What follows belongs to an exercise in optimizing a design on an open flow for small area and a short achievable clock period; a production flow would make more cautious choices. RTL that was checked went through simulation tests only; none was proved equivalent to the original. Only the layout flow was run in run 1; the RTL was not checked for function there. The clock port is modelled as an ideal driver; clocking choices that lean on that would not hold on a real chip. Power is estimated from default activity; no workload was simulated.

`design/flow/config.mk`:
```
export PLATFORM = sky130hd
export DESIGN_NAME = mac_unit
export DESIGN_NICKNAME = mac_unit
export VERILOG_FILES = /design/flow/design.v
export SDC_FILE = /design/flow/constraint.sdc
export NUM_CORES = 4
export LEC_CHECK = 0
export CAP_MARGIN = 20
export CORE_MARGIN = 2
export CORE_UTILIZATION = 40
export CTS_BUF_LIST = sky130_fd_sc_hd__clkbuf_8
export SLEW_MARGIN = 20
export SYNTH_HIERARCHICAL = 1
export SYNTH_MINIMUM_KEEP_SIZE = 0
```
`design/flow/constraint.sdc`:
```
create_clock -name core_clock -period 13.5 [get_ports {clk}]
set_input_delay 2.7000 -clock core_clock [delete_from_list [all_inputs] [get_ports {clk}]]
set_output_delay 2.7000 -clock core_clock [all_outputs]
set_load 0.01 [all_outputs]
```
`design/flow/design.v`:
```
module full_adder(input a,b,cin,
                  output sum,co);
assign sum=a^b^cin;
assign co=(a&b)|(b&cin)|(cin&a);
endmodule
module half_adder(input a,
                  input b,
                  output sum,
                  output carry);
assign sum=a^b;
assign carry=a&b;
endmodule
module half_adder_n(input a_n,
                    input b_n,
                    output sum_n,
                    output carry_n);
xnor2 x(a_n,b_n,sum_n);
or2 o(a_n,b_n,carry_n);
endmodule
module xnor2(input a,b, output y);
assign y=~(a^b);
endmodule
module or2(input a,b, output y);
assign y=a|b;
endmodule
module mux2_1(input h,s,en,clr,
              output d);
assign d=~clr&(en?s:h);
endmodule
module mul_16x16(input clk,
                 input [15:0]a,
                 input [15:0]b,
                 output [31:0]c);
reg [15:0]ra,rb;
reg [55:0]s2;      
reg [31:0]p3,p4;
wire pn0_0 = ~(ra[0] & rb[0]);    
wire pn0_1 = ~(ra[0] & rb[1]);    
wire pn0_2 = ~(ra[0] & rb[2]);    
wire pn0_3 = ~(ra[0] & rb[3]);    
wire pn0_4 = ~(ra[0] & rb[4]);    
wire pn0_5 = ~(ra[0] & rb[5]);    
wire pn0_6 = ~(ra[0] & rb[6]);    
wire pn0_7 = ~(ra[0] & rb[7]);    
wire pn0_8 = ~(ra[0] & rb[8]);    
wire pn0_9 = ~(ra[0] & rb[9]);    
wire pn0_10 = ~(ra[0] & rb[10]);    
wire pn0_11 = ~(ra[0] & rb[11]);    
wire pn0_12 = ~(ra[0] & rb[12]);    
wire pn0_13 = ~(ra[0] & rb[13]);    
wire pn0_14 = ~(ra[0] & rb[14]);    
wire pn0_15 = ~(ra[0] & rb[15]);    
wire pn1_0 = ~(ra[1] & rb[0]);    
wire pn1_1 = ~(ra[1] & rb[1]);    
wire pn1_2 = ~(ra[1] & rb[2]);    
wire pn1_3 = ~(ra[1] & rb[3]);    
wire pn1_4 = ~(ra[1] & rb[4]);    
wire pn1_5 = ~(ra[1] & rb[5]);    
wire pn1_6 = ~(ra[1] & rb[6]);    
wire pn1_7 = ~(ra[1] & rb[7]);    
wire pn1_8 = ~(ra[1] & rb[8]);    
wire pn1_9 = ~(ra[1] & rb[9]);    
wire pn1_10 = ~(ra[1] & rb[10]);    
wire pn1_11 = ~(ra[1] & rb[11]);    
wire pn1_12 = ~(ra[1] & rb[12]);    
wire pn1_13 = ~(ra[1] & rb[13]);    
wire pn1_14 = ~(ra[1] & rb[14]);    
wire pn1_15 = ~(ra[1] & rb[15]);    
wire pn2_0 = ~(ra[2] & rb[0]);    
wire pn2_1 = ~(ra[2] & rb[1]);    
wire pn2_2 = ~(ra[2] & rb[2]);    
wire pn2_3 = ~(ra[2] & rb[3]);    
wire pn2_4 = ~(ra[2] & rb[4]);    
wire pn2_5 = ~(ra[2] & rb[5]);    
wire pn2_6 = ~(ra[2] & rb[6]);    
wire pn2_7 = ~(ra[2] & rb[7]);    
wire pn2_8 = ~(ra[2] & rb[8]);    
wire pn2_9 = ~(ra[2] & rb[9]);    
wire pn2_10 = ~(ra[2] & rb[10]);    
wire pn2_11 = ~(ra[2] & rb[11]);    
wire pn2_12 = ~(ra[2] & rb[12]);    
wire pn2_13 = ~(ra[2] & rb[13]);    
wire pn2_14 = ~(ra[2] & rb[14]);    
wire pn2_15 = ~(ra[2] & rb[15]);    
wire pn3_0 = ~(ra[3] & rb[0]);    
wire pn3_1 = ~(ra[3] & rb[1]);    
wire pn3_2 = ~(ra[3] & rb[2]);    
wire pn3_3 = ~(ra[3] & rb[3]);    
wire pn3_4 = ~(ra[3] & rb[4]);    
wire pn3_5 = ~(ra[3] & rb[5]);    
wire pn3_6 = ~(ra[3] & rb[6]);    
wire pn3_7 = ~(ra[3] & rb[7]);    
wire pn3_8 = ~(ra[3] & rb[8]);    
wire pn3_9 = ~(ra[3] & rb[9]);    
wire pn3_10 = ~(ra[3] & rb[10]);    
wire pn3_11 = ~(ra[3] & rb[11]);    
wire pn3_12 = ~(ra[3] & rb[12]);    
wire pn3_13 = ~(ra[3] & rb[13]);    
wire pn3_14 = ~(ra[3] & rb[14]);    
wire pn3_15 = ~(ra[3] & rb[15]);    
wire pn4_0 = ~(ra[4] & rb[0]);    
wire pn4_1 = ~(ra[4] & rb[1]);    
wire pn4_2 = ~(ra[4] & rb[2]);    
wire pn4_3 = ~(ra[4] & rb[3]);    
wire pn4_4 = ~(ra[4] & rb[4]);    
wire pn4_5 = ~(ra[4] & rb[5]);    
wire pn4_6 = ~(ra[4] & rb[6]);    
wire pn4_7 = ~(ra[4] & rb[7]);    
wire pn4_8 = ~(ra[4] & rb[8]);    
wire pn4_9 = ~(ra[4] & rb[9]);    
wire pn4_10 = ~(ra[4] & rb[10]);    
wire pn4_11 = ~(ra[4] & rb[11]);    
wire pn4_12 = ~(ra[4] & rb[12]);    
wire pn4_13 = ~(ra[4] & rb[13]);    
wire pn4_14 = ~(ra[4] & rb[14]);    
wire pn4_15 = ~(ra[4] & rb[15]);    
wire pn5_0 = ~(ra[5] & rb[0]);    
wire pn5_1 = ~(ra[5] & rb[1]);    
wire pn5_2 = ~(ra[5] & rb[2]);    
wire pn5_3 = ~(ra[5] & rb[3]);    
wire pn5_4 = ~(ra[5] & rb[4]);    
wire pn5_5 = ~(ra[5] & rb[5]);    
wire pn5_6 = ~(ra[5] & rb[6]);    
wire pn5_7 = ~(ra[5] & rb[7]);    
wire pn5_8 = ~(ra[5] & rb[8]);    
wire pn5_9 = ~(ra[5] & rb[9]);    
wire pn5_10 = ~(ra[5] & rb[10]);    
wire pn5_11 = ~(ra[5] & rb[11]);    
wire pn5_12 = ~(ra[5] & rb[12]);    
wire pn5_13 = ~(ra[5] & rb[13]);    
wire pn5_14 = ~(ra[5] & rb[14]);    
wire pn5_15 = ~(ra[5] & rb[15]);    
wire pn6_0 = ~(ra[6] & rb[0]);    
wire pn6_1 = ~(ra[6] & rb[1]);    
wire pn6_2 = ~(ra[6] & rb[2]);    
wire pn6_3 = ~(ra[6] & rb[3]);    
wire pn6_4 = ~(ra[6] & rb[4]);    
wire pn6_5 = ~(ra[6] & rb[5]);    
wire pn6_6 = ~(ra[6] & rb[6]);    
wire pn6_7 = ~(ra[6] & rb[7]);    
wire pn6_8 = ~(ra[6] & rb[8]);    
wire pn6_9 = ~(ra[6] & rb[9]);    
wire pn6_10 = ~(ra[6] & rb[10]);    
wire pn6_11 = ~(ra[6] & rb[11]);    
wire pn6_12 = ~(ra[6] & rb[12]);    
wire pn6_13 = ~(ra[6] & rb[13]);    
wire pn6_14 = ~(ra[6] & rb[14]);    
wire pn6_15 = ~(ra[6] & rb[15]);    
wire pn7_0 = ~(ra[7] & rb[0]);    
wire pn7_1 = ~(ra[7] & rb[1]);    
wire pn7_2 = ~(ra[7] & rb[2]);    
wire pn7_3 = ~(ra[7] & rb[3]);    
wire pn7_4 = ~(ra[7] & rb[4]);    
wire pn7_5 = ~(ra[7] & rb[5]);    
wire pn7_6 = ~(ra[7] & rb[6]);    
wire pn7_7 = ~(ra[7] & rb[7]);    
wire pn7_8 = ~(ra[7] & rb[8]);    
wire pn7_9 = ~(ra[7] & rb[9]);    
wire pn7_10 = ~(ra[7] & rb[10]);    
wire pn7_11 = ~(ra[7] & rb[11]);    
wire pn7_12 = ~(ra[7] & rb[12]);    
wire pn7_13 = ~(ra[7] & rb[13]);    
wire pn7_14 = ~(ra[7] & rb[14]);    
wire pn7_15 = ~(ra[7] & rb[15]);    
wire pn8_0 = ~(ra[8] & rb[0]);    
wire pn8_1 = ~(ra[8] & rb[1]);    
wire pn8_2 = ~(ra[8] & rb[2]);    
wire pn8_3 = ~(ra[8] & rb[3]);    
wire pn8_4 = ~(ra[8] & rb[4]);    
wire pn8_5 = ~(ra[8] & rb[5]);    
wire pn8_6 = ~(ra[8] & rb[6]);    
wire pn8_7 = ~(ra[8] & rb[7]);    
wire pn8_8 = ~(ra[8] & rb[8]);    
wire pn8_9 = ~(ra[8] & rb[9]);    
wire pn8_10 = ~(ra[8] & rb[10]);    
wire pn8_11 = ~(ra[8] & rb[11]);    
wire pn8_12 = ~(ra[8] & rb[12]);    
wire pn8_13 = ~(ra[8] & rb[13]);    
wire pn8_14 = ~(ra[8] & rb[14]);    
wire pn8_15 = ~(ra[8] & rb[15]);    
wire pn9_0 = ~(ra[9] & rb[0]);    
wire pn9_1 = ~(ra[9] & rb[1]);    
wire pn9_2 = ~(ra[9] & rb[2]);    
wire pn9_3 = ~(ra[9] & rb[3]);    
wire pn9_4 = ~(ra[9] & rb[4]);    
wire pn9_5 = ~(ra[9] & rb[5]);    
wire pn9_6 = ~(ra[9] & rb[6]);    
wire pn9_7 = ~(ra[9] & rb[7]);    
wire pn9_8 = ~(ra[9] & rb[8]);    
wire pn9_9 = ~(ra[9] & rb[9]);    
wire pn9_10 = ~(ra[9] & rb[10]);    
wire pn9_11 = ~(ra[9] & rb[11]);    
wire pn9_12 = ~(ra[9] & rb[12]);    
wire pn9_13 = ~(ra[9] & rb[13]);    
wire pn9_14 = ~(ra[9] & rb[14]);    
wire pn9_15 = ~(ra[9] & rb[15]);    
wire pn10_0 = ~(ra[10] & rb[0]);    
wire pn10_1 = ~(ra[10] & rb[1]);    
wire pn10_2 = ~(ra[10] & rb[2]);    
wire pn10_3 = ~(ra[10] & rb[3]);    
wire pn10_4 = ~(ra[10] & rb[4]);    
wire pn10_5 = ~(ra[10] & rb[5]);    
wire pn10_6 = ~(ra[10] & rb[6]);    
wire pn10_7 = ~(ra[10] & rb[7]);    
wire pn10_8 = ~(ra[10] & rb[8]);    
wire pn10_9 = ~(ra[10] & rb[9]);    
wire pn10_10 = ~(ra[10] & rb[10]);    
wire pn10_11 = ~(ra[10] & rb[11]);    
wire pn10_12 = ~(ra[10] & rb[12]);    
wire pn10_13 = ~(ra[10] & rb[13]);    
wire pn10_14 = ~(ra[10] & rb[14]);    
wire pn10_15 = ~(ra[10] & rb[15]);    
wire pn11_0 = ~(ra[11] & rb[0]);    
wire pn11_1 = ~(ra[11] & rb[1]);    
wire pn11_2 = ~(ra[11] & rb[2]);    
wire pn11_3 = ~(ra[11] & rb[3]);    
wire pn11_4 = ~(ra[11] & rb[4]);    
wire pn11_5 = ~(ra[11] & rb[5]);    
wire pn11_6 = ~(ra[11] & rb[6]);    
wire pn11_7 = ~(ra[11] & rb[7]);    
wire pn11_8 = ~(ra[11] & rb[8]);    
wire pn11_9 = ~(ra[11] & rb[9]);    
wire pn11_10 = ~(ra[11] & rb[10]);    
wire pn11_11 = ~(ra[11] & rb[11]);    
wire pn11_12 = ~(ra[11] & rb[12]);    
wire pn11_13 = ~(ra[11] & rb[13]);    
wire pn11_14 = ~(ra[11] & rb[14]);    
wire pn11_15 = ~(ra[11] & rb[15]);    
wire pn12_0 = ~(ra[12] & rb[0]);    
wire pn12_1 = ~(ra[12] & rb[1]);    
wire pn12_2 = ~(ra[12] & rb[2]);    
wire pn12_3 = ~(ra[12] & rb[3]);    
wire pn12_4 = ~(ra[12] & rb[4]);    
wire pn12_5 = ~(ra[12] & rb[5]);    
wire pn12_6 = ~(ra[12] & rb[6]);    
wire pn12_7 = ~(ra[12] & rb[7]);    
wire pn12_8 = ~(ra[12] & rb[8]);    
wire pn12_9 = ~(ra[12] & rb[9]);    
wire pn12_10 = ~(ra[12] & rb[10]);    
wire pn12_11 = ~(ra[12] & rb[11]);    
wire pn12_12 = ~(ra[12] & rb[12]);    
wire pn12_13 = ~(ra[12] & rb[13]);    
wire pn12_14 = ~(ra[12] & rb[14]);    
wire pn12_15 = ~(ra[12] & rb[15]);    
wire pn13_0 = ~(ra[13] & rb[0]);    
wire pn13_1 = ~(ra[13] & rb[1]);    
wire pn13_2 = ~(ra[13] & rb[2]);    
wire pn13_3 = ~(ra[13] & rb[3]);    
wire pn13_4 = ~(ra[13] & rb[4]);    
wire pn13_5 = ~(ra[13] & rb[5]);    
wire pn13_6 = ~(ra[13] & rb[6]);    
wire pn13_7 = ~(ra[13] & rb[7]);    
wire pn13_8 = ~(ra[13] & rb[8]);    
wire pn13_9 = ~(ra[13] & rb[9]);    
wire pn13_10 = ~(ra[13] & rb[10]);    
wire pn13_11 = ~(ra[13] & rb[11]);    
wire pn13_12 = ~(ra[13] & rb[12]);    
wire pn13_13 = ~(ra[13] & rb[13]);    
wire pn13_14 = ~(ra[13] & rb[14]);    
wire pn13_15 = ~(ra[13] & rb[15]);    
wire pn14_0 = ~(ra[14] & rb[0]);    
wire pn14_1 = ~(ra[14] & rb[1]);    
wire pn14_2 = ~(ra[14] & rb[2]);    
wire pn14_3 = ~(ra[14] & rb[3]);    
wire pn14_4 = ~(ra[14] & rb[4]);    
wire pn14_5 = ~(ra[14] & rb[5]);    
wire pn14_6 = ~(ra[14] & rb[6]);    
wire pn14_7 = ~(ra[14] & rb[7]);    
wire pn14_8 = ~(ra[14] & rb[8]);    
wire pn14_9 = ~(ra[14] & rb[9]);    
wire pn14_10 = ~(ra[14] & rb[10]);    
wire pn14_11 = ~(ra[14] & rb[11]);    
wire pn14_12 = ~(ra[14] & rb[12]);    
wire pn14_13 = ~(ra[14] & rb[13]);    
wire pn14_14 = ~(ra[14] & rb[14]);    
wire pn14_15 = ~(ra[14] & rb[15]);    
wire pn15_0 = ~(ra[15] & rb[0]);    
wire pn15_1 = ~(ra[15] & rb[1]);    
wire pn15_2 = ~(ra[15] & rb[2]);    
wire pn15_3 = ~(ra[15] & rb[3]);    
wire pn15_4 = ~(ra[15] & rb[4]);    
wire pn15_5 = ~(ra[15] & rb[5]);    
wire pn15_6 = ~(ra[15] & rb[6]);    
wire pn15_7 = ~(ra[15] & rb[7]);    
wire pn15_8 = ~(ra[15] & rb[8]);    
wire pn15_9 = ~(ra[15] & rb[9]);    
wire pn15_10 = ~(ra[15] & rb[10]);    
wire pn15_11 = ~(ra[15] & rb[11]);    
wire pn15_12 = ~(ra[15] & rb[12]);    
wire pn15_13 = ~(ra[15] & rb[13]);    
wire pn15_14 = ~(ra[15] & rb[14]);    
wire pn15_15 = ~(ra[15] & rb[15]);    
wire s1, c2;
half_adder_n ha2(pn0_13, pn1_12, s1, c2);
wire s3, c4;
full_adder fa4(pn0_14, pn1_13, pn2_12, s3, c4);
wire s5, c6;
half_adder_n ha6(pn3_11, pn4_10, s5, c6);
wire s7, c8;
full_adder fa8(pn0_15, pn1_14, pn2_13, s7, c8);
wire s9, c10;
full_adder fa10(pn3_12, pn4_11, pn5_10, s9, c10);
wire s11, c12;
half_adder_n ha12(pn6_9, pn7_8, s11, c12);
wire s13, c14;
full_adder fa14(pn1_15, pn2_14, pn3_13, s13, c14);
wire s15, c16;
full_adder fa16(pn4_12, pn5_11, pn6_10, s15, c16);
wire s17, c18;
half_adder_n ha18(pn7_9, pn8_8, s17, c18);
wire s19, c20;
full_adder fa20(pn2_15, pn3_14, pn4_13, s19, c20);
wire s21, c22;
full_adder fa22(pn5_12, pn6_11, pn7_10, s21, c22);
wire s23, c24;
full_adder fa24(pn3_15, pn4_14, pn5_13, s23, c24);
wire s25, c26;
half_adder_n ha26(pn0_9, pn1_8, s25, c26);
wire s27, c28;
full_adder fa28(pn0_10, pn1_9, pn2_8, s27, c28);
wire s29, c30;
half_adder_n ha30(pn3_7, pn4_6, s29, c30);
wire s31, c32;
full_adder fa32(pn0_11, pn1_10, pn2_9, s31, c32);
wire s33, c34;
full_adder fa34(pn3_8, pn4_7, pn5_6, s33, c34);
wire s35, c36;
half_adder_n ha36(pn6_5, pn7_4, s35, c36);
wire s37, c38;
full_adder fa38(pn0_12, pn1_11, pn2_10, s37, c38);
wire s39, c40;
full_adder fa40(pn3_9, pn4_8, pn5_7, s39, c40);
wire s41, c42;
full_adder fa42(pn6_6, pn7_5, pn8_4, s41, c42);
wire s43, c44;
half_adder_n ha44(pn9_3, pn10_2, s43, c44);
wire s45, c46;
full_adder fa46(pn2_11, pn3_10, pn4_9, s45, c46);
wire s47, c48;
full_adder fa48(pn5_8, pn6_7, pn7_6, s47, c48);
wire s49, c50;
full_adder fa50(pn8_5, pn9_4, pn10_3, s49, c50);
wire s51, c52;
full_adder fa52(pn11_2, pn12_1, pn13_0, s51, c52);
wire s53, c54;
full_adder fa54(pn5_9, pn6_8, pn7_7, s53, c54);
wire s55, c56;
full_adder fa56(pn8_6, pn9_5, pn10_4, s55, c56);
wire s57, c58;
full_adder fa58(pn11_3, pn12_2, pn13_1, s57, c58);
wire s59, c60;
full_adder fa60(pn14_0, c2, s5, s59, c60);
wire s61, c62;
full_adder fa62(pn8_7, pn9_6, pn10_5, s61, c62);
wire s63, c64;
full_adder fa64(pn11_4, pn12_3, pn13_2, s63, c64);
wire s65, c66;
full_adder fa66(pn14_1, pn15_0, c6, s65, c66);
wire s67, c68;
full_adder fa68(s11, c4, s7, s67, c68);
wire s69, c70;
full_adder fa70(pn9_7, pn10_6, pn11_5, s69, c70);
wire s71, c72;
full_adder fa72(pn12_4, pn13_3, pn14_2, s71, c72);
wire s73, c74;
full_adder fa74(pn15_1, c12, s17, s73, c74);
wire s75, c76;
full_adder fa76(c8, c10, s13, s75, c76);
wire s77, c78;
full_adder fa78(pn8_9, pn9_8, pn10_7, s77, c78);
wire s79, c80;
full_adder fa80(pn11_6, pn12_5, pn13_4, s79, c80);
wire s81, c82;
full_adder fa82(pn14_3, pn15_2, c18, s81, c82);
wire s83, c84;
full_adder fa84(c14, c16, s19, s83, c84);
wire s85, c86;
full_adder fa86(pn6_12, pn7_11, pn8_10, s85, c86);
wire s87, c88;
full_adder fa88(pn9_9, pn10_8, pn11_7, s87, c88);
wire s89, c90;
full_adder fa90(pn12_6, pn13_5, pn14_4, s89, c90);
wire s91, c92;
full_adder fa92(pn15_3, c20, c22, s91, c92);
wire s93, c94;
full_adder fa94(pn4_15, pn5_14, pn6_13, s93, c94);
wire s95, c96;
full_adder fa96(pn7_12, pn8_11, pn9_10, s95, c96);
wire s97, c98;
full_adder fa98(pn10_9, pn11_8, pn12_7, s97, c98);
wire s99, c100;
full_adder fa100(pn13_6, pn14_5, pn15_4, s99, c100);
wire s101, c102;
full_adder fa102(pn5_15, pn6_14, pn7_13, s101, c102);
wire s103, c104;
full_adder fa104(pn8_12, pn9_11, pn10_10, s103, c104);
wire s105, c106;
full_adder fa106(pn11_9, pn12_8, pn13_7, s105, c106);
wire s107, c108;
full_adder fa108(pn6_15, pn7_14, pn8_13, s107, c108);
wire s109, c110;
full_adder fa110(pn9_12, pn10_11, pn11_10, s109, c110);
wire s111, c112;
full_adder fa112(pn7_15, pn8_14, pn9_13, s111, c112);
wire s113, c114;
half_adder_n ha114(pn0_6, pn1_5, s113, c114);
wire s115, c116;
full_adder fa116(pn0_7, pn1_6, pn2_5, s115, c116);
wire s117, c118;
half_adder_n ha118(pn3_4, pn4_3, s117, c118);
wire s119, c120;
full_adder fa120(pn0_8, pn1_7, pn2_6, s119, c120);
wire s121, c122;
full_adder fa122(pn3_5, pn4_4, pn5_3, s121, c122);
wire s123, c124;
half_adder_n ha124(pn6_2, pn7_1, s123, c124);
wire s125, c126;
full_adder fa126(pn2_7, pn3_6, pn4_5, s125, c126);
wire s127, c128;
full_adder fa128(pn5_4, pn6_3, pn7_2, s127, c128);
wire s129, c130;
full_adder fa130(pn8_1, pn9_0, s25, s129, c130);
wire s131, c132;
full_adder fa132(pn5_5, pn6_4, pn7_3, s131, c132);
wire s133, c134;
full_adder fa134(pn8_2, pn9_1, pn10_0, s133, c134);
wire s135, c136;
full_adder fa136(c26, s29, s27, s135, c136);
wire s137, c138;
full_adder fa138(pn8_3, pn9_2, pn10_1, s137, c138);
wire s139, c140;
full_adder fa140(pn11_0, c30, s35, s139, c140);
wire s141, c142;
full_adder fa142(c28, s31, s33, s141, c142);
wire s143, c144;
full_adder fa144(pn11_1, pn12_0, c36, s143, c144);
wire s145, c146;
full_adder fa146(s43, c32, c34, s145, c146);
wire s147, c148;
full_adder fa148(s37, s39, s41, s147, c148);
wire s149, c150;
full_adder fa150(c44, s1, c38, s149, c150);
wire s151, c152;
full_adder fa152(c40, c42, s45, s151, c152);
wire s153, c154;
full_adder fa154(s47, s49, s51, s153, c154);
wire s155, c156;
full_adder fa156(c46, c48, c50, s155, c156);
wire s157, c158;
full_adder fa158(c52, s53, s55, s157, c158);
wire s159, c160;
full_adder fa160(s57, s3, s59, s159, c160);
wire s161, c162;
full_adder fa162(c54, c56, c58, s161, c162);
wire s163, c164;
full_adder fa164(s61, s63, s9, s163, c164);
wire s165, c166;
full_adder fa166(c60, s65, s67, s165, c166);
wire s167, c168;
full_adder fa168(c62, c64, s69, s167, c168);
wire s169, c170;
full_adder fa170(s71, s15, c66, s169, c170);
wire s171, c172;
full_adder fa172(s73, c68, s75, s171, c172);
wire s173, c174;
full_adder fa174(c70, c72, s77, s173, c174);
wire s175, c176;
full_adder fa176(s79, s21, c74, s175, c176);
wire s177, c178;
full_adder fa178(s81, c76, s83, s177, c178);
wire s179, c180;
full_adder fa180(c78, c80, s85, s179, c180);
wire s181, c182;
full_adder fa182(s87, s89, s23, s181, c182);
wire s183, c184;
full_adder fa184(c82, c84, s91, s183, c184);
wire s185, c186;
full_adder fa186(c86, c88, c90, s185, c186);
wire s187, c188;
full_adder fa188(s93, s95, s97, s187, c188);
wire s189, c190;
full_adder fa190(s99, c24, c92, s189, c190);
wire s191, c192;
full_adder fa192(pn14_6, pn15_5, c94, s191, c192);
wire s193, c194;
full_adder fa194(c96, c98, c100, s193, c194);
wire s195, c196;
full_adder fa196(s101, s103, s105, s195, c196);
wire s197, c198;
full_adder fa198(pn12_9, pn13_8, pn14_7, s197, c198);
wire s199, c200;
full_adder fa200(pn15_6, c102, c104, s199, c200);
wire s201, c202;
full_adder fa202(c106, s107, s109, s201, c202);
wire s203, c204;
full_adder fa204(pn10_12, pn11_11, pn12_10, s203, c204);
wire s205, c206;
full_adder fa206(pn13_9, pn14_8, pn15_7, s205, c206);
wire s207, c208;
full_adder fa208(c108, c110, s111, s207, c208);
wire s209, c210;
full_adder fa210(pn8_15, pn9_14, pn10_13, s209, c210);
wire s211, c212;
full_adder fa212(pn11_12, pn12_11, pn13_10, s211, c212);
wire s213, c214;
full_adder fa214(pn14_9, pn15_8, c112, s213, c214);
wire s215, c216;
full_adder fa216(pn9_15, pn10_14, pn11_13, s215, c216);
wire s217, c218;
full_adder fa218(pn12_12, pn13_11, pn14_10, s217, c218);
wire s219, c220;
full_adder fa220(pn10_15, pn11_14, pn12_13, s219, c220);
wire s221, c222;
half_adder_n ha222(pn0_4, pn1_3, s221, c222);
wire s223, c224;
full_adder fa224(pn0_5, pn1_4, pn2_3, s223, c224);
wire s225, c226;
half_adder_n ha226(pn3_2, pn4_1, s225, c226);
wire s227, c228;
full_adder fa228(pn2_4, pn3_3, pn4_2, s227, c228);
wire s229, c230;
full_adder fa230(pn5_1, pn6_0, s113, s229, c230);
wire s231, c232;
full_adder fa232(pn5_2, pn6_1, pn7_0, s231, c232);
wire s233, c234;
full_adder fa234(c114, s117, s115, s233, c234);
wire s235, c236;
full_adder fa236(pn8_0, c118, s123, s235, c236);
wire s237, c238;
full_adder fa238(c116, s119, s121, s237, c238);
wire s239, c240;
full_adder fa240(c124, c120, c122, s239, c240);
wire s241, c242;
full_adder fa242(s125, s127, s129, s241, c242);
wire s243, c244;
full_adder fa244(c126, c128, s131, s243, c244);
wire s245, c246;
full_adder fa246(s133, c130, s135, s245, c246);
wire s247, c248;
full_adder fa248(c132, c134, s137, s247, c248);
wire s249, c250;
full_adder fa250(s139, c136, s141, s249, c250);
wire s251, c252;
full_adder fa252(c138, c140, s143, s251, c252);
wire s253, c254;
full_adder fa254(c142, s145, s147, s253, c254);
wire s255, c256;
full_adder fa256(c144, c146, c148, s255, c256);
wire s257, c258;
full_adder fa258(s149, s151, s153, s257, c258);
wire s259, c260;
full_adder fa260(c150, c152, c154, s259, c260);
wire s261, c262;
full_adder fa262(s155, s157, s159, s261, c262);
wire s263, c264;
full_adder fa264(c156, c158, s161, s263, c264);
wire s265, c266;
full_adder fa266(s163, c160, s165, s265, c266);
wire s267, c268;
full_adder fa268(c162, c164, s167, s267, c268);
wire s269, c270;
full_adder fa270(s169, c166, s171, s269, c270);
wire s271, c272;
full_adder fa272(c168, s173, c170, s271, c272);
wire s273, c274;
full_adder fa274(s175, c172, s177, s273, c274);
wire s275, c276;
full_adder fa276(c174, s179, s181, s275, c276);
wire s277, c278;
full_adder fa278(c176, c178, s183, s277, c278);
wire s279, c280;
full_adder fa280(c180, c182, s185, s279, c280);
wire s281, c282;
full_adder fa282(s187, c184, s189, s281, c282);
wire s283, c284;
full_adder fa284(c186, c188, s191, s283, c284);
wire s285, c286;
full_adder fa286(s193, s195, c190, s285, c286);
wire s287, c288;
full_adder fa288(s197, c192, c194, s287, c288);
wire s289, c290;
full_adder fa290(c196, s199, s201, s289, c290);
wire s291, c292;
full_adder fa292(c198, s203, s205, s291, c292);
wire s293, c294;
full_adder fa294(c200, c202, s207, s293, c294);
wire s295, c296;
full_adder fa296(c204, c206, s209, s295, c296);
wire s297, c298;
full_adder fa298(s211, c208, s213, s297, c298);
wire s299, c300;
full_adder fa300(pn15_9, c210, c212, s299, c300);
wire s301, c302;
full_adder fa302(s215, s217, c214, s301, c302);
wire s303, c304;
full_adder fa304(pn13_12, pn14_11, pn15_10, s303, c304);
wire s305, c306;
full_adder fa306(c216, c218, s219, s305, c306);
wire s307, c308;
full_adder fa308(pn11_15, pn12_14, pn13_13, s307, c308);
wire s309, c310;
full_adder fa310(pn14_12, pn15_11, c220, s309, c310);
wire s311, c312;
full_adder fa312(pn12_15, pn13_14, pn14_13, s311, c312);
wire s313, c314;
half_adder_n ha314(pn0_3, pn1_2, s313, c314);
wire s315, c316;
full_adder fa316(pn2_2, pn3_1, pn4_0, s315, c316);
wire s317, c318;
full_adder fa318(pn5_0, c222, s225, s317, c318);
wire s319, c320;
full_adder fa320(c226, c224, s227, s319, c320);
wire s321, c322;
full_adder fa322(c228, s231, c230, s321, c322);
wire s323, c324;
full_adder fa324(c232, s235, c234, s323, c324);
wire s325, c326;
full_adder fa326(c236, c238, s239, s325, c326);
wire s327, c328;
full_adder fa328(c240, s243, c242, s327, c328);
wire s329, c330;
full_adder fa330(c244, s247, c246, s329, c330);
wire s331, c332;
full_adder fa332(c248, s251, c250, s331, c332);
wire s333, c334;
full_adder fa334(c252, c254, s255, s333, c334);
wire s335, c336;
full_adder fa336(c256, c258, s259, s335, c336);
wire s337, c338;
full_adder fa338(c260, s263, c262, s337, c338);
wire s339, c340;
full_adder fa340(c264, s267, c266, s339, c340);
wire s341, c342;
full_adder fa342(c268, s271, c270, s341, c342);
wire s343, c344;
full_adder fa344(s275, c272, c274, s343, c344);
wire s345, c346;
full_adder fa346(c276, s279, c278, s345, c346);
wire s347, c348;
full_adder fa348(c280, s283, c282, s347, c348);
wire s349, c350;
full_adder fa350(c284, s287, s289, s349, c350);
wire s351, c352;
full_adder fa352(s291, c288, c290, s351, c352);
wire s353, c354;
full_adder fa354(c292, s295, c294, s353, c354);
wire s355, c356;
full_adder fa356(c296, s299, c298, s355, c356);
wire s357, c358;
full_adder fa358(s303, c300, s305, s357, c358);
wire s359, c360;
full_adder fa360(c304, s307, c306, s359, c360);
wire s361, c362;
full_adder fa362(pn15_12, c308, s311, s361, c362);
wire s363, c364;
full_adder fa364(pn13_15, pn14_14, pn15_13, s363, c364);
wire s365, c366;
half_adder_n ha366(pn0_2, pn1_1, s365, c366);
wire s367, c368;
full_adder fa368(pn2_1, pn3_0, s313, s367, c368);
wire s369, c370;
full_adder fa370(c314, s221, s315, s369, c370);
wire s371, c372;
full_adder fa372(c316, s223, s317, s371, c372);
wire s373, c374;
full_adder fa374(c318, s229, s319, s373, c374);
wire s375, c376;
full_adder fa376(c320, s233, s321, s375, c376);
wire s377, c378;
full_adder fa378(s237, c322, s323, s377, c378);
wire s379, c380;
full_adder fa380(s241, c324, s325, s379, c380);
wire s381, c382;
full_adder fa382(c326, s245, s327, s381, c382);
wire s383, c384;
full_adder fa384(s249, c328, s329, s383, c384);
wire s385, c386;
full_adder fa386(s253, c330, s331, s385, c386);
wire s387, c388;
full_adder fa388(s257, c332, s333, s387, c388);
wire s389, c390;
full_adder fa390(s261, c334, s335, s389, c390);
wire s391, c392;
full_adder fa392(c336, s265, s337, s391, c392);
wire s393, c394;
full_adder fa394(s269, c338, s339, s393, c394);
wire s395, c396;
full_adder fa396(s273, c340, s341, s395, c396);
wire s397, c398;
full_adder fa398(s277, c342, s343, s397, c398);
wire s399, c400;
full_adder fa400(s281, c344, s345, s399, c400);
wire s401, c402;
full_adder fa402(s285, c346, s347, s401, c402);
wire s403, c404;
full_adder fa404(s349, c286, c348, s403, c404);
wire s405, c406;
full_adder fa406(s293, c350, s351, s405, c406);
wire s407, c408;
full_adder fa408(s297, c352, s353, s407, c408);
wire s409, c410;
full_adder fa410(s301, c354, s355, s409, c410);
wire s411, c412;
full_adder fa412(s357, c302, c356, s411, c412);
wire s413, c414;
full_adder fa414(s309, c358, s359, s413, c414);
wire s415, c416;
full_adder fa416(s361, c310, c360, s415, c416);
wire s417, c418;
full_adder fa418(s363, c312, c362, s417, c418);
wire s419, c420;
full_adder fa420(pn14_15, pn15_14, c364, s419, c420);
wire s421, c422;
half_adder_n ha422(pn0_1, pn1_0, s421, c422);
wire s423, c424;
full_adder fa424(pn2_0, s365, c422, s423, c424);
wire s425, c426;
full_adder fa426(c366, s367, c424, s425, c426);
wire s427, c428;
full_adder fa428(c368, s369, c426, s427, c428);
wire s429, c430;
full_adder fa430(c370, s371, c428, s429, c430);
wire s431, c432;
full_adder fa432(c372, s373, c430, s431, c432);
wire [55:0]s2_d;
assign s2_d[0] = pn0_0;    
assign s2_d[1] = s421;    
assign s2_d[2] = s423;    
assign s2_d[3] = s425;    
assign s2_d[4] = s427;    
assign s2_d[5] = s429;    
assign s2_d[6] = s431;    
assign s2_d[7] = c374;    
assign s2_d[8] = s375;    
assign s2_d[9] = c432;    
assign s2_d[10] = c376;    
assign s2_d[11] = s377;    
assign s2_d[12] = c378;    
assign s2_d[13] = s379;    
assign s2_d[14] = c380;    
assign s2_d[15] = s381;    
assign s2_d[16] = c382;    
assign s2_d[17] = s383;    
assign s2_d[18] = c384;    
assign s2_d[19] = s385;    
assign s2_d[20] = c386;    
assign s2_d[21] = s387;    
assign s2_d[22] = c388;    
assign s2_d[23] = s389;    
assign s2_d[24] = c390;    
assign s2_d[25] = s391;    
assign s2_d[26] = c392;    
assign s2_d[27] = s393;    
assign s2_d[28] = c394;    
assign s2_d[29] = s395;    
assign s2_d[30] = c396;    
assign s2_d[31] = s397;    
assign s2_d[32] = c398;    
assign s2_d[33] = s399;    
assign s2_d[34] = c400;    
assign s2_d[35] = s401;    
assign s2_d[36] = c402;    
assign s2_d[37] = s403;    
assign s2_d[38] = c404;    
assign s2_d[39] = s405;    
assign s2_d[40] = c406;    
assign s2_d[41] = s407;    
assign s2_d[42] = c408;    
assign s2_d[43] = s409;    
assign s2_d[44] = c410;    
assign s2_d[45] = s411;    
assign s2_d[46] = c412;    
assign s2_d[47] = s413;    
assign s2_d[48] = c414;    
assign s2_d[49] = s415;    
assign s2_d[50] = c416;    
assign s2_d[51] = s417;    
assign s2_d[52] = c418;    
assign s2_d[53] = s419;    
assign s2_d[54] = c420;    
assign s2_d[55] = pn15_15;    
wire [31:0]x3 = {1'b1, s2[54], s2[52], s2[50], s2[48], s2[46], s2[44], s2[42], s2[40], s2[38], s2[36], s2[34], s2[32], s2[30], s2[28], s2[26], s2[24], s2[22], s2[20], s2[18], s2[16], s2[14], s2[12], s2[10], s2[7], s2[6], s2[5], s2[4], s2[3], s2[2], s2[1], s2[0]};
wire [31:0]y3 = {1'b1, s2[55], s2[53], s2[51], s2[49], s2[47], s2[45], s2[43], s2[41], s2[39], s2[37], s2[35], s2[33], s2[31], s2[29], s2[27], s2[25], s2[23], s2[21], s2[19], s2[17], s2[15], s2[13], s2[11], s2[8], 1'b1, 1'b1, 1'b1, 1'b1, 1'b1, 1'b1, 1'b1};
wire kg0 = s2[7] & s2[8];
wire kp0 = s2[7] ^ s2[8];
wire kg1 = s2[10] & s2[11];
wire kp1 = s2[10] ^ s2[11];
wire kg2 = s2[12] & s2[13];
wire kp2 = s2[12] ^ s2[13];
wire kg3 = s2[14] & s2[15];
wire kp3 = s2[14] ^ s2[15];
wire kg4 = s2[16] & s2[17];
wire kp4 = s2[16] ^ s2[17];
wire kg5 = s2[18] & s2[19];
wire kp5 = s2[18] ^ s2[19];
wire kg6 = s2[20] & s2[21];
wire kp6 = s2[20] ^ s2[21];
wire kg7 = s2[22] & s2[23];
wire kp7 = s2[22] ^ s2[23];
wire kg8 = s2[24] & s2[25];
wire kp8 = s2[24] ^ s2[25];
wire kg9 = s2[26] & s2[27];
wire kp9 = s2[26] ^ s2[27];
wire kg10 = s2[28] & s2[29];
wire kp10 = s2[28] ^ s2[29];
wire kg11 = s2[30] & s2[31];
wire kp11 = s2[30] ^ s2[31];
wire kg12 = s2[32] & s2[33];
wire kp12 = s2[32] ^ s2[33];
wire kg13 = s2[34] & s2[35];
wire kp13 = s2[34] ^ s2[35];
wire kg14 = s2[36] & s2[37];
wire kp14 = s2[36] ^ s2[37];
wire kg15 = s2[38] & s2[39];
wire kp15 = s2[38] ^ s2[39];
wire kg16 = s2[40] & s2[41];
wire kp16 = s2[40] ^ s2[41];
wire kg17 = s2[42] & s2[43];
wire kp17 = s2[42] ^ s2[43];
wire kg18 = s2[44] & s2[45];
wire kp18 = s2[44] ^ s2[45];
wire kg19 = s2[46] & s2[47];
wire kp19 = s2[46] ^ s2[47];
wire kg20 = s2[48] & s2[49];
wire kp20 = s2[48] ^ s2[49];
wire kg21 = s2[50] & s2[51];
wire kp21 = s2[50] ^ s2[51];
wire kg22 = s2[52] & s2[53];
wire kp22 = s2[52] ^ s2[53];
wire kg23 = s2[54] & s2[55];
wire kp23 = s2[54] ^ s2[55];
wire kg24 = 1'b1 & 1'b1;
wire kp24 = 1'b1 ^ 1'b1;
wire kg0c = kg0 | (kp0 & s2[9]);
wire kG1 = kg1 | (kp1 & kg0c);
wire kP1 = kp1 & kp0;
wire kG2 = kg3 | (kp3 & kg2);
wire kP2 = kp3 & kp2;
wire kG3 = kg5 | (kp5 & kg4);
wire kP3 = kp5 & kp4;
wire kG4 = kg7 | (kp7 & kg6);
wire kP4 = kp7 & kp6;
wire kG5 = kg9 | (kp9 & kg8);
wire kP5 = kp9 & kp8;
wire kG6 = kg11 | (kp11 & kg10);
wire kP6 = kp11 & kp10;
wire kG7 = kg13 | (kp13 & kg12);
wire kP7 = kp13 & kp12;
wire kG8 = kg15 | (kp15 & kg14);
wire kP8 = kp15 & kp14;
wire kG9 = kg17 | (kp17 & kg16);
wire kP9 = kp17 & kp16;
wire kG10 = kg19 | (kp19 & kg18);
wire kP10 = kp19 & kp18;
wire kG11 = kg21 | (kp21 & kg20);
wire kP11 = kp21 & kp20;
wire kG12 = kg23 | (kp23 & kg22);
wire kP12 = kp23 & kp22;
wire kG13 = kG2 | (kP2 & kG1);
wire kP13 = kP2 & kP1;
wire kG14 = kG4 | (kP4 & kG3);
wire kP14 = kP4 & kP3;
wire kG15 = kG6 | (kP6 & kG5);
wire kP15 = kP6 & kP5;
wire kG16 = kG8 | (kP8 & kG7);
wire kP16 = kP8 & kP7;
wire kG17 = kG10 | (kP10 & kG9);
wire kP17 = kP10 & kP9;
wire kG18 = kG12 | (kP12 & kG11);
wire kP18 = kP12 & kP11;
wire kG19 = kG14 | (kP14 & kG13);
wire kP19 = kP14 & kP13;
wire kG20 = kG16 | (kP16 & kG15);
wire kP20 = kP16 & kP15;
wire kG21 = kG18 | (kP18 & kG17);
wire kP21 = kP18 & kP17;
wire kG22 = kG20 | (kP20 & kG19);
wire kP22 = kP20 & kP19;
wire kG23 = kG21 | (kP21 & kG22);
wire kP23 = kP21 & kP22;
wire kG24 = kG15 | (kP15 & kG19);
wire kP24 = kP15 & kP19;
wire kG25 = kG17 | (kP17 & kG22);
wire kP25 = kP17 & kP22;
wire kG26 = kG3 | (kP3 & kG13);
wire kP26 = kP3 & kP13;
wire kG27 = kG5 | (kP5 & kG19);
wire kP27 = kP5 & kP19;
wire kG28 = kG7 | (kP7 & kG24);
wire kP28 = kP7 & kP24;
wire kG29 = kG9 | (kP9 & kG22);
wire kP29 = kP9 & kP22;
wire kG30 = kG11 | (kP11 & kG25);
wire kP30 = kP11 & kP25;
wire kG31 = kg2 | (kp2 & kG1);
wire kP31 = kp2 & kP1;
wire kG32 = kg4 | (kp4 & kG13);
wire kP32 = kp4 & kP13;
wire kG33 = kg6 | (kp6 & kG26);
wire kP33 = kp6 & kP26;
wire kG34 = kg8 | (kp8 & kG19);
wire kP34 = kp8 & kP19;
wire kG35 = kg10 | (kp10 & kG27);
wire kP35 = kp10 & kP27;
wire kG36 = kg12 | (kp12 & kG24);
wire kP36 = kp12 & kP24;
wire kG37 = kg14 | (kp14 & kG28);
wire kP37 = kp14 & kP28;
wire kG38 = kg16 | (kp16 & kG22);
wire kP38 = kp16 & kP22;
wire kG39 = kg18 | (kp18 & kG29);
wire kP39 = kp18 & kP29;
wire kG40 = kg20 | (kp20 & kG25);
wire kP40 = kp20 & kP25;
wire kG41 = kg22 | (kp22 & kG30);
wire kP41 = kp22 & kP30;
wire kG42 = kg24 | (kp24 & kG23);
wire kP42 = kp24 & kP23;
wire [31:0]p3_d = {(kp24 ^ kG23), (kp23 ^ kG41), (kp22 ^ kG30), (kp21 ^ kG40), (kp20 ^ kG25), (kp19 ^ kG39), (kp18 ^ kG29), (kp17 ^ kG38), (kp16 ^ kG22), (kp15 ^ kG37), (kp14 ^ kG28), (kp13 ^ kG36), (kp12 ^ kG24), (kp11 ^ kG35), (kp10 ^ kG27), (kp9 ^ kG34), (kp8 ^ kG19), (kp7 ^ kG33), (kp6 ^ kG26), (kp5 ^ kG32), (kp4 ^ kG13), (kp3 ^ kG31), (kp2 ^ kG1), (kp1 ^ kg0c), (kp0 ^ s2[9]), s2[6], s2[5], s2[4], s2[3], s2[2], s2[1], s2[0]};
always @(posedge clk)
 begin
  ra<=a;
  rb<=b;
  s2<=s2_d;
  p3<=~p3_d;    
  p4<=p3;
 end
assign c=p4;
endmodule
module accumulator(input clk,en,clr,
                   input [31:0]a,
                   output [39:0]c);
reg [39:0]acc;
wire [39:0]b={8'b0,a};
wire [39:0]g0=acc&b;
wire [39:0]p0=acc^b;
wire gg1 = g0[1] | (p0[1] & g0[0]);
wire pp1 = p0[1] & p0[0];
wire gg2 = g0[3] | (p0[3] & g0[2]);
wire pp2 = p0[3] & p0[2];
wire gg3 = g0[5] | (p0[5] & g0[4]);
wire pp3 = p0[5] & p0[4];
wire gg4 = g0[7] | (p0[7] & g0[6]);
wire pp4 = p0[7] & p0[6];
wire gg5 = g0[9] | (p0[9] & g0[8]);
wire pp5 = p0[9] & p0[8];
wire gg6 = g0[11] | (p0[11] & g0[10]);
wire pp6 = p0[11] & p0[10];
wire gg7 = g0[13] | (p0[13] & g0[12]);
wire pp7 = p0[13] & p0[12];
wire gg8 = g0[15] | (p0[15] & g0[14]);
wire pp8 = p0[15] & p0[14];
wire gg9 = g0[17] | (p0[17] & g0[16]);
wire pp9 = p0[17] & p0[16];
wire gg10 = g0[19] | (p0[19] & g0[18]);
wire pp10 = p0[19] & p0[18];
wire gg11 = g0[21] | (p0[21] & g0[20]);
wire pp11 = p0[21] & p0[20];
wire gg12 = g0[23] | (p0[23] & g0[22]);
wire pp12 = p0[23] & p0[22];
wire gg13 = g0[25] | (p0[25] & g0[24]);
wire pp13 = p0[25] & p0[24];
wire gg14 = g0[27] | (p0[27] & g0[26]);
wire pp14 = p0[27] & p0[26];
wire gg15 = g0[29] | (p0[29] & g0[28]);
wire pp15 = p0[29] & p0[28];
wire gg16 = g0[31] | (p0[31] & g0[30]);
wire pp16 = p0[31] & p0[30];
wire gg17 = g0[33] | (p0[33] & g0[32]);
wire pp17 = p0[33] & p0[32];
wire gg18 = g0[35] | (p0[35] & g0[34]);
wire pp18 = p0[35] & p0[34];
wire gg19 = g0[37] | (p0[37] & g0[36]);
wire pp19 = p0[37] & p0[36];
wire gg20 = g0[39] | (p0[39] & g0[38]);
wire pp20 = p0[39] & p0[38];
wire gg21 = gg2 | (pp2 & gg1);
wire pp21 = pp2 & pp1;
wire gg22 = gg4 | (pp4 & gg3);
wire pp22 = pp4 & pp3;
wire gg23 = gg6 | (pp6 & gg5);
wire pp23 = pp6 & pp5;
wire gg24 = gg8 | (pp8 & gg7);
wire pp24 = pp8 & pp7;
wire gg25 = gg10 | (pp10 & gg9);
wire pp25 = pp10 & pp9;
wire gg26 = gg12 | (pp12 & gg11);
wire pp26 = pp12 & pp11;
wire gg27 = gg14 | (pp14 & gg13);
wire pp27 = pp14 & pp13;
wire gg28 = gg16 | (pp16 & gg15);
wire pp28 = pp16 & pp15;
wire gg29 = gg18 | (pp18 & gg17);
wire pp29 = pp18 & pp17;
wire gg30 = gg20 | (pp20 & gg19);
wire pp30 = pp20 & pp19;
wire gg31 = gg22 | (pp22 & gg21);
wire pp31 = pp22 & pp21;
wire gg32 = gg24 | (pp24 & gg23);
wire pp32 = pp24 & pp23;
wire gg33 = gg26 | (pp26 & gg25);
wire pp33 = pp26 & pp25;
wire gg34 = gg28 | (pp28 & gg27);
wire pp34 = pp28 & pp27;
wire gg35 = gg30 | (pp30 & gg29);
wire pp35 = pp30 & pp29;
wire gg36 = gg32 | (pp32 & gg31);
wire pp36 = pp32 & pp31;
wire gg37 = gg34 | (pp34 & gg33);
wire pp37 = pp34 & pp33;
wire gg38 = gg37 | (pp37 & gg36);
wire pp38 = pp37 & pp36;
wire gg39 = gg33 | (pp33 & gg36);
wire pp39 = pp33 & pp36;
wire gg40 = gg35 | (pp35 & gg38);
wire pp40 = pp35 & pp38;
wire gg41 = gg23 | (pp23 & gg31);
wire pp41 = pp23 & pp31;
wire gg42 = gg25 | (pp25 & gg36);
wire pp42 = pp25 & pp36;
wire gg43 = gg27 | (pp27 & gg39);
wire pp43 = pp27 & pp39;
wire gg44 = gg29 | (pp29 & gg38);
wire pp44 = pp29 & pp38;
wire gg45 = gg3 | (pp3 & gg21);
wire pp45 = pp3 & pp21;
wire gg46 = gg5 | (pp5 & gg31);
wire pp46 = pp5 & pp31;
wire gg47 = gg7 | (pp7 & gg41);
wire pp47 = pp7 & pp41;
wire gg48 = gg9 | (pp9 & gg36);
wire pp48 = pp9 & pp36;
wire gg49 = gg11 | (pp11 & gg42);
wire pp49 = pp11 & pp42;
wire gg50 = gg13 | (pp13 & gg39);
wire pp50 = pp13 & pp39;
wire gg51 = gg15 | (pp15 & gg43);
wire pp51 = pp15 & pp43;
wire gg52 = gg17 | (pp17 & gg38);
wire pp52 = pp17 & pp38;
wire gg53 = gg19 | (pp19 & gg44);
wire pp53 = pp19 & pp44;
wire gg54 = g0[2] | (p0[2] & gg1);
wire pp54 = p0[2] & pp1;
wire gg55 = g0[4] | (p0[4] & gg21);
wire pp55 = p0[4] & pp21;
wire gg56 = g0[6] | (p0[6] & gg45);
wire pp56 = p0[6] & pp45;
wire gg57 = g0[8] | (p0[8] & gg31);
wire pp57 = p0[8] & pp31;
wire gg58 = g0[10] | (p0[10] & gg46);
wire pp58 = p0[10] & pp46;
wire gg59 = g0[12] | (p0[12] & gg41);
wire pp59 = p0[12] & pp41;
wire gg60 = g0[14] | (p0[14] & gg47);
wire pp60 = p0[14] & pp47;
wire gg61 = g0[16] | (p0[16] & gg36);
wire pp61 = p0[16] & pp36;
wire gg62 = g0[18] | (p0[18] & gg48);
wire pp62 = p0[18] & pp48;
wire gg63 = g0[20] | (p0[20] & gg42);
wire pp63 = p0[20] & pp42;
wire gg64 = g0[22] | (p0[22] & gg49);
wire pp64 = p0[22] & pp49;
wire gg65 = g0[24] | (p0[24] & gg39);
wire pp65 = p0[24] & pp39;
wire gg66 = g0[26] | (p0[26] & gg50);
wire pp66 = p0[26] & pp50;
wire gg67 = g0[28] | (p0[28] & gg43);
wire pp67 = p0[28] & pp43;
wire gg68 = g0[30] | (p0[30] & gg51);
wire pp68 = p0[30] & pp51;
wire gg69 = g0[32] | (p0[32] & gg38);
wire pp69 = p0[32] & pp38;
wire gg70 = g0[34] | (p0[34] & gg52);
wire pp70 = p0[34] & pp52;
wire gg71 = g0[36] | (p0[36] & gg44);
wire pp71 = p0[36] & pp44;
wire gg72 = g0[38] | (p0[38] & gg53);
wire pp72 = p0[38] & pp53;
wire [39:0]cy={gg72, gg53, gg71, gg44, gg70, gg52, gg69, gg38, gg68, gg51, gg67, gg43, gg66, gg50, gg65, gg39, gg64, gg49, gg63, gg42, gg62, gg48, gg61, gg36, gg60, gg47, gg59, gg41, gg58, gg46, gg57, gg31, gg56, gg45, gg55, gg21, gg54, gg1, g0[0], 1'b0};
wire [39:0]sum=p0^cy;
wire [39:0]d;
genvar i;
generate
 for (i=0;i<40;i=i+1)
  begin : sel
   mux2_1 m(acc[i],sum[i],en,clr,d[i]);
  end
endgenerate
always @(posedge clk)
  acc <= d;
assign c = acc;
endmodule
module mac_unit(input clk,en,clr,
                input [15:0]a,b,
                output [39:0]c);
wire [31:0]temp1;
mul_16x16 m1(clk,a,b,temp1);
accumulator a1(clk,en,clr,temp1,c);
endmodule
```
`design/flow/flow/sizes.tcl`:
```
# Sizes of the output buffers (made by buffer_ports, named output*), of the
# accumulator flip-flops that drive them, and of the operand flip-flops.
foreach inst [get_cells {output*}] {
  replace_cell $inst sky130_fd_sc_hd__buf_2
}
foreach inst [get_cells {a1.acc*}] {
  replace_cell $inst sky130_fd_sc_hd__dfxtp_2
}
foreach inst [get_cells {m1.ra* m1.rb*}] {
  replace_cell $inst sky130_fd_sc_hd__dfxtp_2
}
```
`design/flow/flow/run.sh`:
```
#!/bin/bash
# The standard layout (standard.sh), with these changes:
#  - every port gets a buf_1 buffer (ORFS's buffer_ports with -buffer_cell);
#  - setup repair aims for 9.70 ns of slack at the design's clock period, and
#    does not remove buffers (so every port keeps its buffer).
# ORFS writes each step's full log under orfs/logs/; make's own output goes to standard.log.
export BUFFER_PORTS_ARGS="-buffer_cell sky130_fd_sc_hd__buf_1"
export PRE_RESIZE_TCL=$PWD/flow/sizes.tcl
export SETUP_SLACK_MARGIN=9.70
export SKIP_BUFFER_REMOVAL=1
bash standard.sh > standard.log 2>&1
```
`design/flow/standard.sh`:
```
#!/bin/bash
# synth_recipe.tcl (not shown) runs the flow's synth.tcl, then flattens the netlist and writes it again
# the make line also repeats each setting of config.mk as NAME=value (left out here)
make -C /OpenROAD-flow-scripts/flow DESIGN_CONFIG=/design/flow/config.mk WORK_HOME=/design/flow/orfs CLKGATE_MAP_FILE= SYNTH_SCRIPT=/design/flow/synth_recipe.tcl "${@:-finish}"
```
==> flow_summary.ini, run 1 <==
[synth]
synth_nets = 1460
synth_area_sq_mm = 0.0124
synth_area_leaders = fa_1 (37%), dfxtp_1 (31%), nand2_1 (8.4%)
ys.warnings.count = 8
syn_avg_cell_area_sq_um = 10.9
yosysMostFrequentCell = nand2_1
synth_top_cell_by_area = fa_1
synth_edf_count = 0
synth_top_area_frac = 0.369
synth_commonest_cells = nand2_1 (279), fa_1 (229), dfxtp_1 (192)
netlist_instances = 1139
ys.flop_type = dfxtp_1
ys_seq_area_frac = 0.309
async_flop_share = 0
synth-seq-cells = 192
ys_types = 45

[sta]
drv_slew = 0
skew_ns = 0.0276
worstMarginPinSlew_ns = 0.947
hold_viol = 0
layout_setup_ws_ns = 9.79
fin_tns_setup_ns = 0
max_slew_margin = 0.369
finalCritPeriodShare = 0.275
max_freq_mhz = 269
setup_violations = 0
period_minus_slack_ns = 3.71
rsz0062_at_grt = false

[clock_network]
h-tree-depth = 4
cts_setup_buffers = 0
cts.sinks = 192
cts_buffer_depth = 2
hold_buffers = 0
insertion_delay_ns = 0.49
tritoncts = yes
cts_resized = 0
root_buffer = clkbuf_8
clk_pin_slew_worst_paths_ns = 0.11
cts_buffers = 17

[setup_path]
critPathSlowestCell = dfxtp_2
critPathArrivalTime_ns = 1.01
crit_chain = buf_2
cpLargestDelayFamily = flip-flops
crit_buf_inv = 1
regToRegSetupSlack_ns = 9.83
cp-start-kind = flop
critPathKind = flop to primary output
end_kind = primary output
critical_path_required_ns = 10.80
crit_fanout = 4
critical-path-max-stage-delay_ns = 0.38

[detailed_routing]
drt_iter0_drc = 394
dr.pass1.iters = 5
antenna_left = 0
drc = 0
viasPerCell = 4.95
wire_per_inst_um = 16.9
wl_um = 26500
num_vias = 7764

[global_route]
grt_pass1_wl_um = 45200
busiest_layer = met2
grt_max_degree = 41
grt_use_met2 = 0.282
antenna_found_initial = 0
grtUsageMet1 = 0.234
grt_usage = 0.176
use_met3 = 0.0495
grt-ovfl-total = 0
grt_pass1_vias = 8582

[min_path]
hp-class = flop to flop

[power_and_ir_drop]
powerDensity_mw_per_mm2 = 197
peakVddDrop_mv = 0.0815
fin_total_pwr_w = 0.00266
p_leak_nw = 5.45

[place]
gp_congestion = 0.838
dp_cells = 1538
hpwlAfterDp_um = 19200
pre_cts_ws_ns = 9.62
dpl-instance-area_sq_mm = 0.0131
port_buffers = 74

[floorplanning]
start_util = 0.407
die-area_sq_mm = 0.0325
core.rowCount = 64
die_w_um = 180
pin_count = 75
core_area_sq_mm = 0.0306
die_h_um = 180

[finish]
fin_area_sq_mm = 0.0135
area_growth_pct = 8.47
final_cells = 1570
antennaDiodeCount = 0
nets = 1482
drive_gt1_frac = 0.135

[job]
maxCapViolCount = 0

[run_status]
status = timing/DRC/antenna clean
==> routing by layer <==
metal  vias to the layer above  part of all wire
li1                       3575                 -
met1                      3881              0.45
met2                       266              0.46
met3                        42             0.075
met4                         0             0.018
met5                         -                 0
==> cells by family after synthesis <==
logic type,Yosys count,synth area share
compound gates,69,0.0350
xor+xnor,46,0.0324
mux,40,0.0322
simple gates,374,0.123
flops,192,0.309
fa+ha+maj,286,0.426
buf+inv,132,0.0422
==> final timing paths <==
check / start / to / cells after the start
worst min-delay path: m1.p3[17] / m1.p4[17] / 0
worst max register to register: m1.rb[15] / m1.s2[31] / 7
worst max-delay path: a1.acc[26] / c[26] / 1
worst min register to register: m1.p3[17] / m1.p4[17] / 0
==> power by group <==
group          internal (W)  switching (W)  total (W)
combinational      0.000602       0.000707    0.00131
clock              0.000150       0.000251   0.000401
sequential         0.000808       0.000140   0.000948
total               0.00156        0.00110    0.00266
==> Yosys stat by module, one instance, submodules excluded, a selection <==
| module | copies in the design | cell area (sq um) | flip-flops and latches |
|---|---|---|---|
| mul_16x16 | 1 | 5270 | 152 |
| accumulator | 1 | 2380 | 40 |
| mux2_1 | 40 | 13.8 | 0 |
| xnor2 | 16 | 8.76 | 0 |
| full_adder | 200 | 20.0 | 0 |
| or2 | 16 | 6.26 | 0 |
==> layout by cell type (no fill, tap or decap), types with 3 or more instances in the layout <==
| master | n |
|---|---|
| nand3_1 | 4 |
| clkinv_8 | 5 |
| nor2_1 | 49 |
| buf_1 | 32 |
| nor3_1 | 3 |
| o211ai_1 | 5 |
| or2_1 | 16 |
| o21ai_1 | 3 |
| dfxtp_2 | 72 |
| xor2_1 | 17 |
| inv_1 | 60 |
| nand4_1 | 5 |
| nand2_1 | 279 |
| o21a_1 | 6 |
| fa_1 | 229 |
| o21ai_0 | 10 |
| mux2i_1 | 40 |
| ha_1 | 57 |
| clkbuf_8 | 18 |
| nand2b_1 | 4 |
| xnor2_1 | 29 |
| dfxtp_1 | 120 |
| buf_2 | 40 |
| inv_8 | 3 |
| a211oi_1 | 3 |
| a21oi_1 | 27 |
==> area by class of cell <==
type                            count  area (sq um)
Tap cell                          396           495
Sequential cell                   192          3930
Multi-Input combinational cell    815          8070
Fill cell                        2883         17100
Inverter                           60           225
Clock inverter                     14           183
Timing Repair Buffer               75           338
Clock buffer                       18           248
==> state kept, by name, indices dropped and copies added, names as in the netlist <==
signal / count
a1.acc: 40
m1.p3: 32
m1.p4: 32
m1.ra: 16
m1.rb: 16
m1.s2: 56
==> stage by stage <==
stage	hold WS, ns	utilization
floorplan	0.310	-
global placement	0.310	0.422
detailed placement	0.312	0.427
CTS	0.338	0.441
global route	0.332	0.441
finish	0.335	0.441
==> run 2: changes to the inputs <==
--- a/design/flow/design.v
+++ b/design/flow/design.v
@@ -24,7 +24,7 @@
 assign y=a|b;
 endmodule
-module mux2_1(input h,s,en,clr,
+module mux2_1(input h,s,e1,e0,
               output d);
-assign d=~clr&(en?s:h);
+assign d=(e1&s)|(e0&h);
 endmodule
 module mul_16x16(input clk,
@@ -1082,9 +1082,11 @@
 wire [39:0]sum=p0^cy;
 wire [39:0]d;
+wire e1=en&~clr;     
+wire e0=~(en|clr);   
 genvar i;
 generate
  for (i=0;i<40;i=i+1)
   begin : sel
-   mux2_1 m(acc[i],sum[i],en,clr,d[i]);
+   mux2_1 m(acc[i],sum[i],e1,e0,d[i]);
   end
 endgenerate
--- a/design/flow/flow/run.sh
+++ b/design/flow/flow/run.sh
@@ -2,4 +2,8 @@
 # The standard layout (standard.sh), with these changes:
 #  - every port gets a buf_1 buffer (ORFS's buffer_ports with -buffer_cell);
+#  - before the resize step (flow/sizes.tcl) the output buffers become buf_2 and
+#    the accumulator flip-flops that drive them dfxtp_2;
+#  - after CTS (flow/clocktree.tcl) the clock tree is rebuilt as two balanced
+#    levels of clkbuf_16 buffers (4 on the clock port, 8 driving the flip-flops);
 #  - setup repair aims for 9.70 ns of slack at the design's clock period, and
 #    does not remove buffers (so every port keeps its buffer).
@@ -7,4 +11,5 @@
 export BUFFER_PORTS_ARGS="-buffer_cell sky130_fd_sc_hd__buf_1"
 export PRE_RESIZE_TCL=$PWD/flow/sizes.tcl
+export POST_CTS_TCL=$PWD/flow/clocktree.tcl
 export SETUP_SLACK_MARGIN=9.70
 export SKIP_BUFFER_REMOVAL=1
==> design/flow/flow/clocktree.tcl (new file) <==
# Two-level clock tree in place of the one CTS builds: the clock port drives four
# clkbuf_16 buffers, one per quadrant of the flip-flops, and each of these drives
# two clkbuf_16 buffers, one per half of its quadrant, which drive the flip-flops'
# clock pins. The groups are cut at median coordinates, so every flip-flop's clock
# goes through two equal buffers.
set block [ord::get_db_block]
set db [ord::get_db]
set bufm [$db findMaster sky130_fd_sc_hd__clkbuf_16]
set clk_net [$block findNet clk]

set ffs {}
foreach inst [$block getInsts] {
  if {[string match "sky130_fd_sc_hd__df*" [[$inst getMaster] getName]]} {
    lappend ffs $inst
  }
}
# remove the CTS buffers and their nets
set old_nets {}
foreach inst [$block getInsts] {
  if {[string match "clkbuf_*_clk" [$inst getName]]} {
    set onet [[$inst findITerm X] getNet]
    if {$onet != "NULL"} { lappend old_nets $onet }
    odb::dbInst_destroy $inst
  }
}
foreach ff $ffs {
  set it [$ff findITerm CLK]
  set n [$it getNet]
  if {$n != "NULL" && [$n getName] != "clk"} { $it disconnect }
}
foreach n $old_nets {
  if {[llength [$n getITerms]] == 0} { odb::dbNet_destroy $n }
}
if {[llength [$clk_net getITerms]] != 0} { error "clock port still drives cells" }

proc ffx {ff} { return [lindex [$ff getLocation] 0] }
proc ffy {ff} { return [lindex [$ff getLocation] 1] }
proc split2 {l axis} {
  set s [lsort -command [list apply {{axis a b} {expr {[ff$axis $a] - [ff$axis $b]}}} $axis] $l]
  set h [expr {[llength $s] / 2}]
  return [list [lrange $s 0 [expr {$h - 1}]] [lrange $s $h end]]
}
proc centroid {l} {
  set sx 0; set sy 0
  foreach ff $l { set sx [expr {$sx + [ffx $ff]}]; set sy [expr {$sy + [ffy $ff]}] }
  return [list [expr {$sx / [llength $l]}] [expr {$sy / [llength $l]}]]
}
proc add_buf {name loc in_net out_name} {
  global block bufm
  set buf [odb::dbInst_create $block $bufm $name]
  $buf setLocation {*}$loc
  $buf setPlacementStatus PLACED
  [$buf findITerm A] connect $in_net
  set net [odb::dbNet_create $block $out_name]
  $net setSigType CLOCK
  [$buf findITerm X] connect $net
  return $net
}
set quads {}
foreach half [split2 $ffs x] { lappend quads {*}[split2 $half y] }
set k 0
foreach q $quads {
  set rnet [add_buf "clkroot_$k" [centroid $q] $clk_net "clknet_root_$k"]
  set j 0
  foreach part [split2 $q x] {
    set lnet [add_buf "clkleaf_${k}_$j" [centroid $part] $rnet "clknet_leaf_${k}_$j"]
    foreach ff $part { [$ff findITerm CLK] connect $lnet }
    puts "clock buffer clkleaf_${k}_$j drives [llength $part] flip-flops"
    incr j
  }
  incr k
}

detailed_placement
check_placement -verbose
estimate_parasitics -placement
report_clock_skew
==> design/flow/flow/sizes.tcl (replaced) <==
# Sizes of the output buffers (made by buffer_ports, named output*) and of the
# accumulator flip-flops that drive them.
foreach inst [get_cells {output*}] {
  replace_cell $inst sky130_fd_sc_hd__buf_2
}
foreach inst [get_cells {a1.acc*}] {
  replace_cell $inst sky130_fd_sc_hd__dfxtp_2
}
--- a/design/flow/config.mk
+++ b/design/flow/config.mk
@@ -9,5 +9,4 @@
 export CORE_MARGIN = 2
 export CORE_UTILIZATION = 40
-export CTS_BUF_LIST = sky130_fd_sc_hd__clkbuf_8
 export SLEW_MARGIN = 20
 export SYNTH_HIERARCHICAL = 1
==> run 2 against run 1 <==
Against the previous run:
- the flow now stops in clock tree synthesis
- synthesized cell count fell by 3.3%
- synthesized area decreased by 1.5%
==> flow_summary.ini, run 2 <==
[run_status]
status = did not finish
lastStage = clock tree synthesis
error = Error: cts.tcl, 90 can't read "block": no such variable

[synth]
synth-seq-cells = 192
yosysMostFrequentCell = nand2_1
ys_types = 45
ys_seq_area_frac = 0.314
synth_commonest_cells = nand2_1 (279), fa_1 (229), dfxtp_1 (192)
syn_avg_cell_area_sq_um = 11.1
netlist_instances = 1101
synth_area_sq_mm = 0.0122
async_flop_share = 0
synth_nets = 1422
ys.warnings.count = 8
synth_area_leaders = fa_1 (37%), dfxtp_1 (31%), nand2_1 (8.5%)
synth_top_area_frac = 0.374
ys.flop_type = dfxtp_1
synth_edf_count = 0
synth_top_cell_by_area = fa_1

[floorplanning]
die_h_um = 179
pin_count = 75
die_w_um = 179
core.rowCount = 64
start_util = 0.404

[place]
port_buffers = 74
gp_congestion = 0.825
dpl-instance-area_sq_mm = 0.0128
hpwlAfterDp_um = 18700

[clock_network]
cts.sinks = 192
run 2: power groups by stage:
| stage | clock, W | sequential (W) | combinational, W |
|---|---|---|---|
| after detailed placement | 0 | 0.000949 | 0.00124 |
| after floorplan | 0 | 0.000898 | 0.000951 |
| after global placement | 0 | 0.000940 | 0.00118 |
run 2: how the worst max path moves through the flow:
stage | endpoint | slack (ns) | cells after the start
2_1_floorplan | a1.acc[0] | 9.73 | 2
3_3_place_gp | a1.acc[28] | 9.49 | 3
3_5_place_dp | a1.acc[0] | 9.47 | 3
run 2: metrics by stage:
stage / total power [W] / util / hold WS (ns) / cells / setup WS [ns]
floorplan: 0.00185 / - / 0.310 / 1101 / 9.73
global placement: 0.00212 / 0.420 / 0.310 / 1500 / 9.49
detailed placement: 0.00219 / 0.423 / 0.312 / 1500 / 9.47
run 2: cells by family after synthesis:
kind of cell / after synthesis / share of synthesized area
compound gates: 109 / 0.0641
xor+xnor: 46 / 0.0329
fa+ha+maj: 286 / 0.432
buf+inv: 132 / 0.0429
flops: 192 / 0.314
simple gates: 336 / 0.114
run 2: modules after synthesis (local to each module, per instance), a selection:
| module | copies in the design | cells inside | cell area, sq um |
|---|---|---|---|
| mux2_1 | 40 | 1 | 8.76 |
| accumulator | 1 | 233 | 2390 |
| or2 | 16 | 1 | 6.26 |
| full_adder | 200 | 1 | 20.0 |
| mul_16x16 | 1 | 596 | 5270 |
| xnor2 | 16 | 1 | 8.76 |

## separate check: timing with driven ports
The flow's constraints put no driver on any port. The routed layout listed below was extracted and timed again, unchanged, in two steps.
Step 1: set_driving_cell puts a clkbuf_16 on clk and a buf_2 on each other input, an assumption about the parent block.
Step 2 moves the port delays by t, midway between the first and last clock arrival at a register: inputs arrive t later, outputs are due t later. That takes back most of the time a late clock gives input paths.
a / b / c = ideal / step 1 / step 2; a / b = the first two.
run: run 1
t (ns): 0.520
slack for setup (ns): 9.789 / 9.747 / 9.641
hold slack, ns: 0.335 / 0.335 / 0.335
cell pins on the clock port's net: 1
After both steps setup and hold are still met in run 1. For run 1, drivers alone change the setup slack by -0.042 ns; drivers and shift together by -0.148 ns.
